Source: an optimization exercise on an open RTL-to-GDS flow (aim: small area). Production flows keep margins and buffers that such runs may drop. The RTL was checked by simulation tests, not by an equivalence proof against the original design. Power and IR drop assume default switching activity.

==> flow/design.v <==
module transmitter
(
    input               clk,
    input               rst,       
    input               tx_en,
    input               data_ok,   
    input       [7:0]   data,
    output              TX,
    output              busy,
    output  reg         done
);
    localparam [13:0] BAUD_END = 14'h0e53;
    reg [9:0]   shift_reg;
    reg [13:0]  baud;
    wire last   = (shift_reg[9:1] == 9'd0);      
    assign busy = ~last | shift_reg[0];
    assign TX   =  last | shift_reg[0];
    wire tick   = (baud == BAUD_END);
    wire load   = ~busy & tx_en;
    always @(posedge clk) begin
        if (~busy | tick)
            baud <= 14'd0;
        else
            baud <= {baud[12:0], ~(baud[13] ^ baud[12])};
        if (rst) begin
            shift_reg <= 10'd0;
            done      <= 1'b0;
        end
        else begin
            done <= busy & tick & last;
            if (load)
                shift_reg <= {1'b1, data & {8{data_ok}}, 1'b0};
            else if (busy & tick)
                shift_reg <= {1'b0, shift_reg[9:1]};
        end
    end
endmodule
module receiver
(
    input               clk,
    input               rst,       
    input               rx_en,
    input               RX,
    output              busy,
    output              done,
    output              err,
    output      [7:0]   data
);
    localparam [13:0] BAUD_END  = 14'h0e53;
    localparam [13:0] BAUD_HALF = 14'h3463;
    localparam [3:0] P_IDLE = 4'd0;
    localparam [3:0] P_SYNC = 4'd1;
    localparam [3:0] P_B9   = 4'd10;
    localparam [3:0] P_POST = 4'd11;
    reg [3:0]   phase;
    reg [13:0]  baud;
    reg [9:1]   shift_reg;
    reg         rx_prev;
    wire idle   = (phase == P_IDLE) | (phase == P_POST);
    wire tick   = (baud == BAUD_END);
    wire post   = (phase == P_POST);
    assign busy = ~idle;
    assign done = post &  shift_reg[9];
    assign err  = post & ~shift_reg[9];
    assign data = shift_reg[8:1];
    always @(posedge clk) begin
        if (idle)
            baud <= BAUD_HALF;
        else if (tick)
            baud <= 14'd0;
        else
            baud <= {baud[12:0], ~(baud[13] ^ baud[12])};
        if (rst) begin
            phase     <= P_IDLE;
            shift_reg <= 9'd0;
            rx_prev   <= 1'b1;
        end
        else begin
            rx_prev <= RX;
            if (idle) begin
                if (rx_en & rx_prev & ~RX)
                    phase <= P_SYNC;
                else
                    phase <= P_IDLE;
            end
            else if (tick) begin
                phase <= phase + 4'd1;
                if (phase == P_SYNC)
                    shift_reg <= {RX, 8'd0};
                else
                    shift_reg <= {RX, shift_reg[9:2]};
            end
        end
    end
endmodule
module APB
(
    input               PCLK,
    input               PRESETn,
    input       [31:0]  PADDR,
    input               PSEL,
    input               PENABLE,
    input               PWRITE,
    input       [31:0]  PWDATA,
    output      [31:0]  PRDATA,
    output              PREADY
);
    reg [31:0] ctrl_reg;
    reg [31:0] tx_data_reg;
    reg        ctrl_ok;
    reg        tx_ok;
    reg        ready;
    assign PREADY = ready;
    wire base      = (PADDR[31:4] == 28'd0) & (PADDR[1:0] == 2'd0);
    wire sel_ctrl  = base & (PADDR[3:2] == 2'd0);
    wire sel_stats = base & (PADDR[3:2] == 2'd1);
    wire sel_tx    = base & (PADDR[3:2] == 2'd2);
    wire sel_rx    = base & (PADDR[3:2] == 2'd3);
    wire wr       = ready & PSEL & PWRITE;
    wire wr_ctrl  = wr & sel_ctrl;
    wire wr_tx    = wr & sel_tx;
    wire [3:0] ctrl = ctrl_reg[3:0] & {4{ctrl_ok}};
    wire tx_wire;
    wire tx_busy, tx_done;
    wire rx_busy, rx_done, rx_err;
    wire [7:0] rx_data;
    transmitter transmitter_UART (
        .clk        (PCLK),
        .rst        (~ctrl_ok | ctrl[1]),
        .tx_en      (ctrl[0]),
        .data_ok    (tx_ok),
        .data       (tx_data_reg[7:0]),
        .TX         (tx_wire),
        .busy       (tx_busy),
        .done       (tx_done)
    );
    receiver receiver_UART (
        .clk        (PCLK),
        .rst        (~ctrl_ok | ctrl[3]),
        .rx_en      (ctrl[2]),
        .RX         (tx_wire),
        .busy       (rx_busy),
        .done       (rx_done),
        .err        (rx_err),
        .data       (rx_data)
    );
    assign PRDATA = sel_ctrl  ? (ctrl_reg & {32{ctrl_ok}})  :
                    sel_stats ? {27'b0, rx_err, rx_done, rx_busy, tx_done, tx_busy} :
                    sel_tx    ? (tx_data_reg & {32{tx_ok}}) :
                    sel_rx    ? {24'b0, rx_data} :
                    32'hDEADBEEF;
    always @(posedge PCLK) begin
        ready <= PSEL & PENABLE & ~ready;
        if (wr_ctrl) ctrl_reg    <= PWDATA;
        if (wr_tx)   tx_data_reg <= PWDATA;
    end
    always @(posedge PCLK or negedge PRESETn) begin
        if (~PRESETn) begin
            ctrl_ok <= 1'b0;
            tx_ok   <= 1'b0;
        end
        else begin
            if (wr_ctrl) ctrl_ok <= 1'b1;
            if (wr_tx)   tx_ok   <= 1'b1;
        end
    end
endmodule
==> flow/run.sh <==
#!/bin/bash
# synth_recipe.tcl (not shown) runs the flow's synth.tcl, then flattens the netlist and writes it again
# the make line also repeats each setting of config.mk as NAME=value (left out here)
make -C /OpenROAD-flow-scripts/flow DESIGN_CONFIG=/design/flow/config.mk WORK_HOME=/design/flow/orfs CLKGATE_MAP_FILE= SYNTH_SCRIPT=/design/flow/synth_recipe.tcl finish
==> flow/config.mk <==
export PLATFORM = sky130hd
export DESIGN_NAME = APB
export DESIGN_NICKNAME = APB
export VERILOG_FILES = /design/flow/design.v
export SDC_FILE = /design/flow/constraint.sdc
export NUM_CORES = 4
export LEC_CHECK = 0
export ABC_AREA = 1
export CAP_MARGIN = 20
export CORE_MARGIN = 2
export CORE_UTILIZATION = 40
export CTS_BUF_LIST = sky130_fd_sc_hd__clkbuf_2 sky130_fd_sc_hd__clkbuf_4
export SLEW_MARGIN = 20
==> flow/constraint.sdc <==
create_clock -name core_clock -period 10.0 [get_ports {PCLK}]
set_input_delay 2.0000 -clock core_clock [delete_from_list [all_inputs] [get_ports {PCLK}]]
set_output_delay 2.0000 -clock core_clock [all_outputs]
set_load 0.01 [all_outputs]
==> results of run 1 <==
==> through the flow <==
stage / worst slack, ns / utilization
after floorplan: 4.97 / -
after global placement: 3.52 / 0.499
after detailed placement: 3.51 / 0.499
after CTS: 3.48 / 0.525
after global routing: 3.32 / 0.525
final: 3.55 / 0.525
==> final cells by class <==
class	count	area, um^2
diodes	1	2.50
clock buffers	22	165
clock inverters	10	153
fillers	1177	5950
inverters	80	302
multi-input cells	345	1650
flip-flops and latches	120	3050
well taps	172	215
repair buffers	103	1030
==> metal layers <==
layer | up-vias | wire (um) | share of wire | GRT usage
met5 | - | 0 | 0 | 0
met4 | 0 | 242 | 0.021 | 0.0706
met3 | 21 | 998 | 0.085 | 0.0793
met2 | 124 | 5380 | 0.46 | 0.286
met1 | 1840 | 5090 | 0.43 | 0.215
li1 | 2043 | - | - | -
==> worst paths after layout <==
path,start,endpoint,slack (ns),depth (start not counted)
max,PADDR[2],PRDATA[4],3.55,10
min in group asynchronous,PRESETn,ctrl_ok,1.67,1
max reg2reg,receiver_UART.phase[0],receiver_UART.phase[0],8.09,9
min,transmitter_UART.baud[6],transmitter_UART.baud[7],0.45,2
max in group asynchronous,PRESETn,tx_ok,8.19,1
min reg2reg,transmitter_UART.baud[6],transmitter_UART.baud[7],0.45,2
==> synthesized netlist by cell type, drive strengths merged <==
| master | count | area [um^2] |
|---|---|---|
| a21oi | 33 | 165 |
| a31oi | 8 | 50.1 |
| buf | 10 | 71.3 |
| clkbuf | 2 | 7.51 |
| clkinv | 2 | 8.75 |
| dfrtp | 2 | 50.1 |
| dfxtp | 54 | 1080 |
| edfxtp | 64 | 1920 |
| ha | 5 | 62.6 |
| inv | 78 | 293 |
| nand2 | 147 | 567 |
| nand3 | 38 | 220 |
| nand3b | 1 | 7.51 |
| nand4 | 9 | 56.3 |
| nor2 | 70 | 298 |
| nor3 | 5 | 47.5 |
| nor3b | 2 | 20.0 |
| nor4 | 1 | 6.26 |
| o211ai | 4 | 30.0 |
| o21a | 1 | 7.51 |
| o21ai | 18 | 90.1 |
| o21bai | 1 | 7.51 |
| o22ai | 1 | 6.26 |
| o31ai | 1 | 12.5 |
==> power by group through the flow <==
stage	logic, W	registers, W	clock network, W
after floorplan	0.00000619	0.000529	0
final	0.0000368	0.000518	0.000382
after CTS	0.0000372	0.000518	0.000390
after detailed placement	0.0000370	0.000529	0
after global routing	0.0000398	0.000518	0.000415
after global placement	0.0000362	0.000529	0
==> worst max-delay path, cell delays in order <==
cell and delay (ns):
clkdlybuf4s50_1 0.58, nor2_1 0.26, inv_2 0.08, nor2_4 0.38
inv_2 0.08, nor2_4 0.23, nand2_1 0.07, o21ai_0 0.07
nand3b_1 0.12, clkdlybuf4s50_1 0.57
==> cell families (layout without fill, tap and decap cells) <==
logic type | count (synthesis) | count (layout)
and+or+nand+nor | 273 | 273
DFF | 120 | 120
buffers and inverters | 92 | 215
AOI/OAI and AO/OA | 67 | 67
adders and majority gates | 5 | 5
other | 0 | 1
==> flow_summary.yaml, run 1 <==
synth:
  synthAdderAreaFrac: 0.0123
  synth_area_um2: 5090
  synth_area_per_cell_um2: 9.13
  synth_compound_area_frac: 0.0726
  syn_nets: 631
  synth.ff_latch_count: 120
  synth_cells: 557
  yosysUniqueCellTypes: 36
  muxShareOfSynthArea: 0
  synthXorXnorAreaFrac: 0
  synth_warnings: 3
  synth_top_family_by_area: "simple AND/OR/NAND/NOR gates"
  synth-simple-area-share: 0.240
  ys_seq_area_frac: 0.600
cells_and_area:
  nets: 741
  final_common_cell: "nand2_1"
  instances_no_fill: 853
  fin_area_um2: 6570
  area_delta_synth_final_pct: 29.1
  drive_above_1_share: 0.0794
  mostFrequentLayoutCells: "nand2_1 (141), clkdlybuf4s50_1 (101), inv_1 (75)"
grt:
  antenna_found_initial: 1
  grt_usage: 0.180
  grt_max_degree: 33
  grt.overflow.total: 0
  grt_pass1_wl_um: 18400
  grt_pass1_vias: 3863
timing:
  rsz0062_at_grt: "no"
  clock.fmax_ghz: 0.155
  hold_viol_final: 0
  tightest_slew_ns: 0.926
  min_period_ns: 6.45
  fin_crit_sh: 0.645
  report.final.slew_viol_count: 0
  maxSlewHeadroom: 0.379
  fin_skew_ns: 0.0135
  setup_violations: 0
  hold_slack_ns: 0.448
  tns_ns: 0
clock_tree:
  htreeDepth: 4
  cts_inserted_buffers: 17
  holdBufCountCts: 0
  clkLatencyLatePin_ns: 0.51
  cts_root_buf: "clkbuf_4"
  postCtsSetupRepairBufs: 0
  cts_repair_resize_count: 0
  cts_tree: "done"
  cts_buffer_depth: 2
  cts.clk_slew.worst_paths_ns: 0.10
  cts_sinks: 120
pwr:
  p_comb_frac: 0.039
  p_leak_nw: 2.55
  switching_share: 0.195
  pwr-share-clk: 0.408
  p_int_w: 0.000753
  seqPwrFrac: 0.553
  peakVddDrop_mv: 0.102
  p_per_area_nw_per_um2: 143
  total_power_w: 0.000936
  p_switching_w: 0.000183
detailed_routing:
  wl_per_cell_um: 13.7
  wl_um: 11700
  dr.pass1.iters: 5
  viasPerCell: 4.72
  vias: 4028
  antenna_left: 0
  drt_iter0_drc: 227
  drc_errors: 0
floorplanning:
  core_area_um2: 12500
  dieHeight_um: 117
  row_count: 41
  start_util: 0.406
  fp.dieW_um: 117
  die_area_um2: 13600
  io-pin-count: 102
place:
  hpwl_um: 8410
  placed_area_um2: 6250
  port_buffers: 101
  placed_cells_incl_taps: 820
  place.gp.congestion: 0.793
critical_path:
  crit_fanout: 18
  end_kind: "output port"
  arrival_ns: 4.45
  cp_data_required_time_ns: 8.00
  crit_type: "input pin to output port"
  cp-start-kind: "input pin"
hold_path:
  hold_path.class: "flop to flop"
outcome:
  status: "no timing/DRC/antenna violations"
job:
  cap_violations: 0
==> run 2: changes to the inputs <==
--- a/flow/config.mk
+++ b/flow/config.mk
@@ -7,3 +7,2 @@
 export LEC_CHECK = 0
-export ABC_AREA = 1
 export CAP_MARGIN = 20
@@ -11,3 +10,2 @@
 export CORE_UTILIZATION = 40
-export CTS_BUF_LIST = sky130_fd_sc_hd__clkbuf_2 sky130_fd_sc_hd__clkbuf_4
 export SLEW_MARGIN = 20
==> run 2 against run 1 <==
Against the previous run:
- register-to-register slack worse by 0.25 ns
- utilization is 3.6 points higher
- first-iteration DRC count is 8.8% lower
- global-route usage is 0.31 points lower
- via count is 15% lower
- maximum frequency is 4.9% lower
- synthesized cell count is 32% lower
- clock skew is 0.0093 ns lower
- die area is 8.9% lower
- sequential cell count stayed put
- largest cell class unchanged
- largest power group is now clock
==> flow_summary.yaml, run 2 <==
timing:
  setup_violations: 0
  hold_viol_final: 0
  rsz0062_at_grt: "no"
  tightest_slew_ns: 0.949
  fin_crit_sh: 0.679
  min_period_ns: 6.79
  clock.fmax_ghz: 0.147
  tns_ns: 0
  setup_ws_ns: 3.21
  maxSlewHeadroom: 0.367
  report.final.slew_viol_count: 0
  fin_skew_ns: 0.00413
detailed_routing:
  vias: 3442
  drt_iter0_drc: 207
  drc_errors: 0
  antenna_left: 0
  viasPerCell: 5.35
  wl_um: 10500
  wl_per_cell_um: 16.3
  dr.pass1.iters: 4
clock_tree:
  cts_tree: "done"
  htreeDepth: 4
  cts.clk_slew.worst_paths_ns: 0.06
  cts_root_buf: "clkbuf_16"
  clkLatencyLatePin_ns: 0.41
  cts_inserted_buffers: 17
  holdBufCountCts: 0
  cts_repair_resize_count: 0
  cts_sinks: 120
  cts_buffer_depth: 2
  postCtsSetupRepairBufs: 0
pwr:
  peakVddDrop_mv: 0.171
  p_per_area_nw_per_um2: 178
  p_leak_nw: 2.20
floorplanning:
  start_util: 0.408
  dieHeight_um: 111
  die_area_um2: 12400
  io-pin-count: 102
  fp.dieW_um: 111
  row_count: 39
  core_area_um2: 11300
cells_and_area:
  final_common_cell: "clkdlybuf4s50_1"
  num_antenna_cells: 0
  fillers: 966
  drive_above_1_share: 0.0960
  mostFrequentLayoutCells: "clkdlybuf4s50_1 (101), edfxtp_1 (64), dfxtp_1 (54)"
  area_delta_synth_final_pct: 37.4
  instances_no_fill: 643
  nets: 561
critical_path:
  cpMaxStageDelayCell: "and3_1"
  cp-start-kind: "input pin"
  crit_family: "buffers and inverters"
  crit_type: "input pin to output port"
  crit_chain: "clkdlybuf4s50_1, inv_1, and3_1, a22oi_1, nor2_1, clkdlybuf4s50_1"
  crit_top_cell: "clkdlybuf4s50_1"
  end_kind: "output port"
  cp_data_required_time_ns: 8.00
  arrival_ns: 4.79
  cp_num_buf_inv: 3
  slowest_delay_ns: 0.81
  crit_fanout: 24
place:
  port_buffers: 101
  hpwl_um: 7180
  place_ws_ns: 3.23
  placed_cells_incl_taps: 611
  place.gp.congestion: 0.809
grt:
  grt.overflow.total: 0
  grt_usage: 0.177
  grt_pass1_wl_um: 17200
  antenna_found_initial: 0
  grt_max_degree: 35
  grt_pass1_vias: 3441
synth:
  synth_cells: 380
  synth_area_per_cell_um2: 12.2
  synth.cells.most_frequent: "edfxtp_1 (64), dfxtp_1 (54), nand2_1 (48)"
  synth_enable_flop_cells: 64
  synth-async-reset-ratio: 0.0167
  synthAdderAreaFrac: 0.0135
  synth_top_area_frac: 0.416
  yosys.area.top_type: "edfxtp_1"
  yosysUniqueCellTypes: 44
  synth_area_leaders: "edfxtp_1 (42%), dfxtp_1 (23%), a221o_1 (4.6%)"
  syn_nets: 454
  muxShareOfSynthArea: 0.00217
  yosysMostFrequentCell: "edfxtp_1"
  synthXorXnorAreaFrac: 0.00569
  synth_compound_area_frac: 0.118
  synth_top_flop_cell: "edfxtp_1"
  synth_warnings: 3
  synth.ff_latch_count: 120
  ys_seq_area_frac: 0.661
  synth_top_family_by_area: "simple AND/OR/NAND/NOR gates"
  synth-simple-area-share: 0.178
  synth_area_um2: 4620
job:
  cap_violations: 0
outcome:
  status: "no timing/DRC/antenna violations"
hold_path:
  hold_path.class: "flop to flop"
run 2: changes by cell type after synthesis, moves of 11 or more:
cell	before	now
a21oi_1	33	7
nor2_1	64	17
and2_1	0	11
nand2_1	141	48
clkbuf_1	2	17
inv_1	75	7
a221o_1	0	21
nand3_1	35	13
nor2b_1	0	11
a22oi_1	0	14
run 2: metrics by stage:
stage               instance area, um^2  total power (W)  hold slack (ns)  utilization
floorplan                          4620         0.000533            0.407            -
global placement                   5780         0.000561            0.430        0.510
detailed placement                 5780         0.000563            0.436        0.510
CTS                                6350          0.00114            0.459        0.561
global route                       6350          0.00117            0.472        0.561
finish                             6350          0.00113            0.455        0.561
run 2: path summary, 6_finish.rpt:
check	start	end	slack (ns)	cells past startpoint
max in group asynchronous	PRESETn	ctrl_ok	8.11	1
min in group asynchronous	PRESETn	tx_ok	1.76	1
worst max register to register	receiver_UART.baud[12]	receiver_UART.shift_reg[9]	7.84	6
worst max-delay path	PADDR[2]	PRDATA[14]	3.21	6
worst min-delay path	receiver_UART.baud[12]	receiver_UART.baud[13]	0.45	1
worst min register to register	receiver_UART.baud[12]	receiver_UART.baud[13]	0.45	1
run 2: report_power, final:
group          internal [W]  switching (W)  leakage, nW
clock network      0.000346       0.000232        0.276
logic             0.0000246     0.00000883        0.883
registers          0.000519    0.000000149         1.04
total              0.000889       0.000241         2.20
run 2: cell type report:
type / count / area [um^2] / share of cell area
Timing Repair Buffer: 106 / 1050 / 0.165
Sequential cell: 120 / 3050 / 0.481
Clock buffer: 17 / 425 / 0.0670
Tap cell: 143 / 179 / 0.0282
Inverter: 7 / 26.3 / 0.00414
Multi-Input combinational cell: 235 / 1470 / 0.232
Clock inverter: 15 / 145 / 0.0229
run 2: layer usage:
metal  global-route usage  wire length (um)
met3               0.0784               933
met4               0.0568               111
met5                    0                 0
met1                0.222              4540
met2                0.275              4910
run 2: cell families after synthesis:
| kind of cell | Yosys count |
|---|---|
| and+or+nand+nor | 153 |
| AOI/OAI and AO/OA | 73 |
| muxes | 1 |
| buffers and inverters | 25 |
| adders and majority gates | 5 |
| DFF | 120 |
| xor gates and xnor gates | 3 |
==> run 3: changes to the inputs <==
==> flow/flow/run.sh (new file) <==
#!/bin/bash
# Standard ORFS layout (the standard.sh, standard synthesis) with two changes:
# ports are buffered with sky130_fd_sc_hd__buf_1, and CTS uses small clock
# buffers and inserts no dummy loads.
set -euo pipefail
CTS="-sink_clustering_enable -repair_clock_nets -dont_use_dummy_load -buf_list {sky130_fd_sc_hd__clkbuf_4 sky130_fd_sc_hd__clkbuf_8}"
bash standard.sh \
  "BUFFER_PORTS_ARGS=-buffer_cell sky130_fd_sc_hd__buf_1" \
  "CTS_ARGS=$CTS" \
  finish > standard_make.log 2>&1
==> flow/standard.sh (new file) <==
#!/bin/bash
# synth_recipe.tcl (not shown) runs the flow's synth.tcl, then flattens the netlist and writes it again
# the make line also repeats each setting of config.mk as NAME=value (left out here)
make -C /OpenROAD-flow-scripts/flow DESIGN_CONFIG=/design/flow/config.mk WORK_HOME=/design/flow/orfs CLKGATE_MAP_FILE= SYNTH_SCRIPT=/design/flow/synth_recipe.tcl "${@:-finish}"
removed: flow/run.sh
==> run 3 against run 2 <==
Against the previous run:
- clock-buffer cell count stayed put
- synthesized area stayed put
- via count is 3.1% lower
- first-iteration DRC count is 5.8% higher
- sequential cell count stayed put
- routed wire length is 7.2% lower
- combinational power is 53% lower
- utilization is 8.6 points lower
- final cell count is 2.5% lower
- largest cell class unchanged
==> flow_summary.yaml, run 3 <==
outcome:
  status: "no timing/DRC/antenna violations"
cells_and_area:
  final_common_cell: "buf_1"
  nets: 560
  fillers: 1042
  num_antenna_cells: 0
  drive_above_1_share: 0.0682
  mostFrequentLayoutCells: "buf_1 (101), edfxtp_1 (64), dfxtp_1 (54)"
  seqCellArea_um2: 3050
  multi_input_area_um2: 1470
  area_delta_synth_final_pct: 16.3
detailed_routing:
  drc_errors: 0
  antenna_left: 0
  vias: 3337
  viasPerCell: 5.32
  drt_iter0_drc: 219
  wl_per_cell_um: 15.5
  dr.pass1.iters: 4
  wl_um: 9750
grt:
  grt_max_degree: 35
  use_met1: 0.202
  antenna_found_initial: 0
  grt_usage: 0.160
  met2_usage: 0.254
  busiest_layer: "met2"
  grt_pass1_vias: 3214
  grtUsageMet3: 0.0637
  grt_pass1_wl_um: 15600
  grt.overflow.total: 0
critical_path:
  crit_fanout: 24
  r2r_start: "receiver_UART.baud[12]"
  r2r_slack_ns: 7.78
  reg2reg_to: "receiver_UART.shift_reg[9]"
  cp-start-kind: "input pin"
  arrival_ns: 4.02
  setup.worst_path.start: "PADDR[2]"
  endpoint: "PRDATA[30]"
  crit_type: "input pin to output port"
  cp_data_required_time_ns: 8.00
  end_kind: "output port"
  r2r_cells: 6
synth:
  synth_cells: 380
  synth.ff_latch_count: 120
  synth_warnings: 3
  yosysUniqueCellTypes: 44
  ys_seq_area_frac: 0.661
  synth.cells.most_frequent: "edfxtp_1 (64), dfxtp_1 (54), nand2_1 (48)"
  syn_nets: 454
  yosysMostFrequentCell: "edfxtp_1"
  yosys.area.top_type: "edfxtp_1"
  synth_top_area_frac: 0.416
  synth_area_leaders: "edfxtp_1 (42%), dfxtp_1 (23%), a221o_1 (4.6%)"
  synth-async-reset-ratio: 0.0167
  synth_area_per_cell_um2: 12.2
  synth_enable_flop_cells: 64
  synth_top_flop_cell: "edfxtp_1"
  synth_area_um2: 4620
timing:
  maxSlewHeadroom: 0.366
  setup_violations: 0
  clock.fmax_ghz: 0.166
  hold_viol_final: 0
  report.final.slew_viol_count: 0
  rsz0062_at_grt: "no"
  tightest_slew_ns: 0.951
  min_period_ns: 6.02
  fin_skew_ns: 0.0244
  fin_crit_sh: 0.602
  tns_ns: 0
pwr:
  p_leak_nw: 1.76
  p_per_area_nw_per_um2: 156
  peakVddDrop_mv: 0.108
  total_power_w: 0.000838
floorplanning:
  dieHeight_um: 111
  core_area_um2: 11300
  row_count: 39
  io-pin-count: 102
  start_util: 0.408
  die_area_um2: 12400
  fp.dieW_um: 111
hold_path:
  hold_path.class: "flop to flop"
clock_tree:
  cts_root_buf: "clkbuf_8"
  cts_tree: "done"
  clkLatencyLatePin_ns: 0.42
  postCtsSetupRepairBufs: 0
  cts_repair_resize_count: 0
  cts_sinks: 120
  cts_buffer_depth: 2
  holdBufCountCts: 0
  cts.clk_slew.worst_paths_ns: 0.04
  htreeDepth: 4
  cts_inserted_buffers: 17
place:
  port_buffers: 101
  hpwl_um: 6680
  place.gp.congestion: 0.739
job:
  cap_violations: 0
run 3: cell types whose count changed in the layout (fill, tap and decap cells not counted), moves of 2 or more:
cell             change
clkinv_2             -2
inv_6                -3
clkinvlp_4           -2
clkbuf_16           -17
clkbuf_8            +17
buf_1              +101
clkdlybuf4s50_1    -101
clkinv_4             -6
run 3: stage by stage:
step                      cells  setup slack (ns)   util  hold slack, ns  area [um^2]
after floorplan             380              3.43      -           0.407         4620
after global routing        627              3.83  0.475           0.465         5370
after detailed placement    610              3.98  0.454           0.441         5140
final                       627              3.98  0.475           0.442         5370
after CTS                   627              3.99  0.475           0.447         5370
after global placement      610              3.99  0.454           0.429         5140
run 3: area by class of cell:
cell class,instances,share of cell area
flip-flops and latches,120,0.568
multi-input cells,235,0.274
repair buffers,105,0.0761
clock buffers,17,0.0435
well taps,143,0.0333
inverters,7,0.00489
run 3: logic make-up after synthesis:
| group | after synthesis | share of synthesized area |
|---|---|---|
| fa+ha+maj | 5 | 0.0135 |
| mux | 1 | 0.00217 |
| buf+inv | 25 | 0.0219 |
| simple gates | 153 | 0.178 |
| flops | 120 | 0.661 |
| compound gates | 73 | 0.118 |
| xor+xnor | 3 | 0.00569 |
run 3: metal layers:
metal / vias up / share of wire / routed length, um
li1: 1613 / - / -
met3: 11 / 0.076 / 742
met2: 131 / 0.47 / 4600
met4: 0 / 0.012 / 116
met1: 1582 / 0.44 / 4290
met5: - / 0 / 0
run 3: report_power, final:
group	leakage [nW]	switching [W]	internal, W
combinational	0.595	0.00000865	0.00000708
clock	0.122	0.000154	0.000149
sequential	1.04	0.000000167	0.000519
total	1.76	0.000163	0.000674
run 3: worst min-delay path by stage:
stage               cells past startpoint                   start                      to
global route                            1   receiver_UART.baud[0]   receiver_UART.baud[1]
floorplan                               1   receiver_UART.baud[5]   receiver_UART.baud[6]
detailed placement                      1  receiver_UART.baud[12]  receiver_UART.baud[13]
finish                                  1   receiver_UART.baud[5]   receiver_UART.baud[6]
CTS                                     1   receiver_UART.baud[0]   receiver_UART.baud[1]
global placement                        1   receiver_UART.baud[5]   receiver_UART.baud[6]
run 3: critical path, stage by stage:
cell	delay [ns]
buf_1	0.61
inv_1	0.20
and3_1	0.55
a221o_1	0.50
buf_1	0.14
==> run 4: changes to the inputs <==
--- a/flow/flow/run.sh
+++ b/flow/flow/run.sh
@@ -5,3 +5,3 @@
 set -euo pipefail
-CTS="-sink_clustering_enable -repair_clock_nets -dont_use_dummy_load -buf_list {sky130_fd_sc_hd__clkbuf_4 sky130_fd_sc_hd__clkbuf_8}"
+CTS="-sink_clustering_enable -repair_clock_nets -dont_use_dummy_load -sink_clustering_size 24 -sink_clustering_max_diameter 80 -buf_list {sky130_fd_sc_hd__clkbuf_2 sky130_fd_sc_hd__clkbuf_4}"
 bash standard.sh \
==> run 4 against run 3 <==
Against the previous run:
- register-to-register slack about the same
- die area unchanged
- clock skew up 0.015 ns
- maximum frequency about the same
- largest cell class unchanged
==> flow_summary.yaml, run 4 <==
outcome:
  status: "no timing/DRC/antenna violations"
cells_and_area:
  fin_area_um2: 5270
  fillers: 1064
  area_delta_synth_final_pct: 14.0
  mostFrequentLayoutCells: "buf_1 (101), edfxtp_1 (64), dfxtp_1 (54)"
  num_antenna_cells: 0
  drive_above_1_share: 0.0682
  nets: 560
  final_common_cell: "buf_1"
synth:
  synth_cells: 380
  synth-async-reset-ratio: 0.0167
  synth_area_per_cell_um2: 12.2
  synth_area_um2: 4620
  yosysUniqueCellTypes: 44
  ys_seq_area_frac: 0.661
  synth_enable_flop_cells: 64
  syn_nets: 454
  synth_warnings: 3
  synth_area_leaders: "edfxtp_1 (42%), dfxtp_1 (23%), a221o_1 (4.6%)"
  synth_top_area_frac: 0.416
  synth_top_flop_cell: "edfxtp_1"
  synth.cells.most_frequent: "edfxtp_1 (64), dfxtp_1 (54), nand2_1 (48)"
  yosysMostFrequentCell: "edfxtp_1"
  yosys.area.top_type: "edfxtp_1"
  synth.ff_latch_count: 120
clock_tree:
  postCtsSetupRepairBufs: 0
  cts.clk_slew.worst_paths_ns: 0.11
  cts_buffer_depth: 2
  cts_inserted_buffers: 17
  htreeDepth: 4
  cts_sinks: 120
  cts_repair_resize_count: 0
  holdBufCountCts: 0
  cts_tree: "done"
  clkLatencyLatePin_ns: 0.50
  cts_root_buf: "clkbuf_4"
place:
  place.gp.congestion: 0.739
  port_buffers: 101
  placed_area_um2: 5140
  hpwl_um: 6680
critical_path:
  crit_type: "input pin to output port"
  cp-start-kind: "input pin"
  cp_data_required_time_ns: 8.00
  end_kind: "output port"
  crit_fanout: 24
  arrival_ns: 4.02
floorplanning:
  die_area_um2: 12400
  row_count: 39
  fp.dieW_um: 111
  start_util: 0.408
  io-pin-count: 102
  dieHeight_um: 111
  core_area_um2: 11300
timing:
  clock.fmax_ghz: 0.166
  report.final.slew_viol_count: 0
  rsz0062_at_grt: "no"
  min_period_ns: 6.02
  tns_ns: 0
  tightest_slew_ns: 0.943
  fin_skew_ns: 0.0391
  fin_crit_sh: 0.602
  hold_viol_final: 0
  setup_violations: 0
  maxSlewHeadroom: 0.371
detailed_routing:
  antenna_left: 0
  wl_um: 9690
  drc_errors: 0
  wl_per_cell_um: 15.5
  viasPerCell: 5.33
  dr.pass1.iters: 5
  vias: 3340
  drt_iter0_drc: 218
hold_path:
  hold_path.class: "flop to flop"
grt:
  grt_max_degree: 35
  grt_usage: 0.159
  met2_usage: 0.252
  grtUsageMet3: 0.0670
  busiest_layer: "met2"
  grt.overflow.total: 0
  antenna_found_initial: 0
  grt_pass1_wl_um: 15600
  grt_pass1_vias: 3193
  use_met1: 0.203
pwr:
  p_per_area_nw_per_um2: 144
  peakVddDrop_mv: 0.112
  p_leak_nw: 1.71
job:
  cap_violations: 0
run 4: kinds of logic (layout without fill, tap and decap cells):
kind of cell | count (synthesis) | in the layout | share of synthesized area
DFF | 120 | 120 | 0.661
and+or+nand+nor | 153 | 153 | 0.178
muxes | 1 | 1 | 0.00217
AOI/OAI and AO/OA | 73 | 73 | 0.118
buffers and inverters | 25 | 129 | 0.0219
adders and majority gates | 5 | 5 | 0.0135
xor gates and xnor gates | 3 | 3 | 0.00569
run 4: where the power goes:
group	switching, W	internal (W)	total, W
Combinational	0.00000867	0.00000708	0.0000158
Clock	0.000146	0.0000776	0.000224
Sequential	0.000000158	0.000518	0.000518
run 4: through the flow:
stage | worst slack, ns | instances | hold slack [ns] | total power, W | utilization
finish | 3.98 | 627 | 0.443 | 0.000757 | 0.465
global route | 3.83 | 627 | 0.441 | 0.000786 | 0.465
CTS | 3.98 | 627 | 0.431 | 0.000763 | 0.465
detailed placement | 3.98 | 610 | 0.441 | 0.000545 | 0.454
global placement | 3.99 | 610 | 0.429 | 0.000544 | 0.454
floorplan | 3.43 | 380 | 0.407 | 0.000533 | -
run 4: worst max-delay path: stages:
cell     delay, ns
buf_1         0.61
inv_1         0.20
and3_1        0.55
a221o_1       0.50
buf_1         0.14
run 4: final timing paths:
kind	start	endpoint	slack (ns)	depth (start not counted)
worst max-delay path	PADDR[2]	PRDATA[30]	3.98	5
worst min-delay path	receiver_UART.baud[0]	receiver_UART.baud[1]	0.44	1
worst max register to register	receiver_UART.baud[12]	receiver_UART.shift_reg[9]	7.78	6
worst min register to register	receiver_UART.baud[0]	receiver_UART.baud[1]	0.44	1
max in group asynchronous	PRESETn	ctrl_ok	8.59	1
min in group asynchronous	PRESETn	tx_ok	1.28	1
run 4: metal layers:
metal,share of wire,wire [um]
met5,0,0
met4,0.0085,82
met3,0.081,788
met2,0.48,4610
met1,0.43,4210
run 4: cell type report:
class	instances	area (um^2)	area share
Sequential cell	120	3050	0.580
Multi-Input combinational cell	235	1470	0.280
Timing Repair Buffer	105	409	0.0777
Tap cell	143	179	0.0340
Inverter	7	26.3	0.00499
Clock buffer	17	128	0.0242

static timing again, ports no longer ideal:
No port has a modelled driver above. Below, the same layouts with a new extraction and two added sets of constraints.
Step 1 (the two cells are an assumption about what drives the block):
set clk [get_ports {PCLK}]
set_driving_cell -lib_cell sky130_fd_sc_hd__clkbuf_16 $clk
set_driving_cell -lib_cell sky130_fd_sc_hd__buf_2 [delete_from_list [all_inputs] $clk]
Step 2, shift: input delay + t, output delay - t, t = (earliest + latest rising clock arrival at the registers) / 2. This alone moves slack from input paths to output paths.
a / b / c = no drivers / after step 1 / after step 2; a / b = the first two.
run | t (ns) | setup slack, ns | hold WS [ns] | slew at the worst register clock pin (ns)
run 1 | 0.536 | 3.547 / 3.514 / 3.514 | 0.448 / 0.448 / 0.448 | 0.10 / 0.10
run 2 | 0.449 | 3.215 / 3.190 / 3.190 | 0.455 / 0.455 / 0.455 | 0.06 / 0.06
run 3 | 0.442 | 3.984 / 3.951 / 3.951 | 0.442 / 0.442 / 0.442 | 0.07 / 0.07
run 4 | 0.514 | 3.985 / 3.951 / 3.951 | 0.443 / 0.443 / 0.443 | 0.11 / 0.11
After both steps every run listed still meets setup and hold. The setup slack of run 4, which loses most, moves by -0.034 ns with the drivers and by -0.034 ns with both steps.
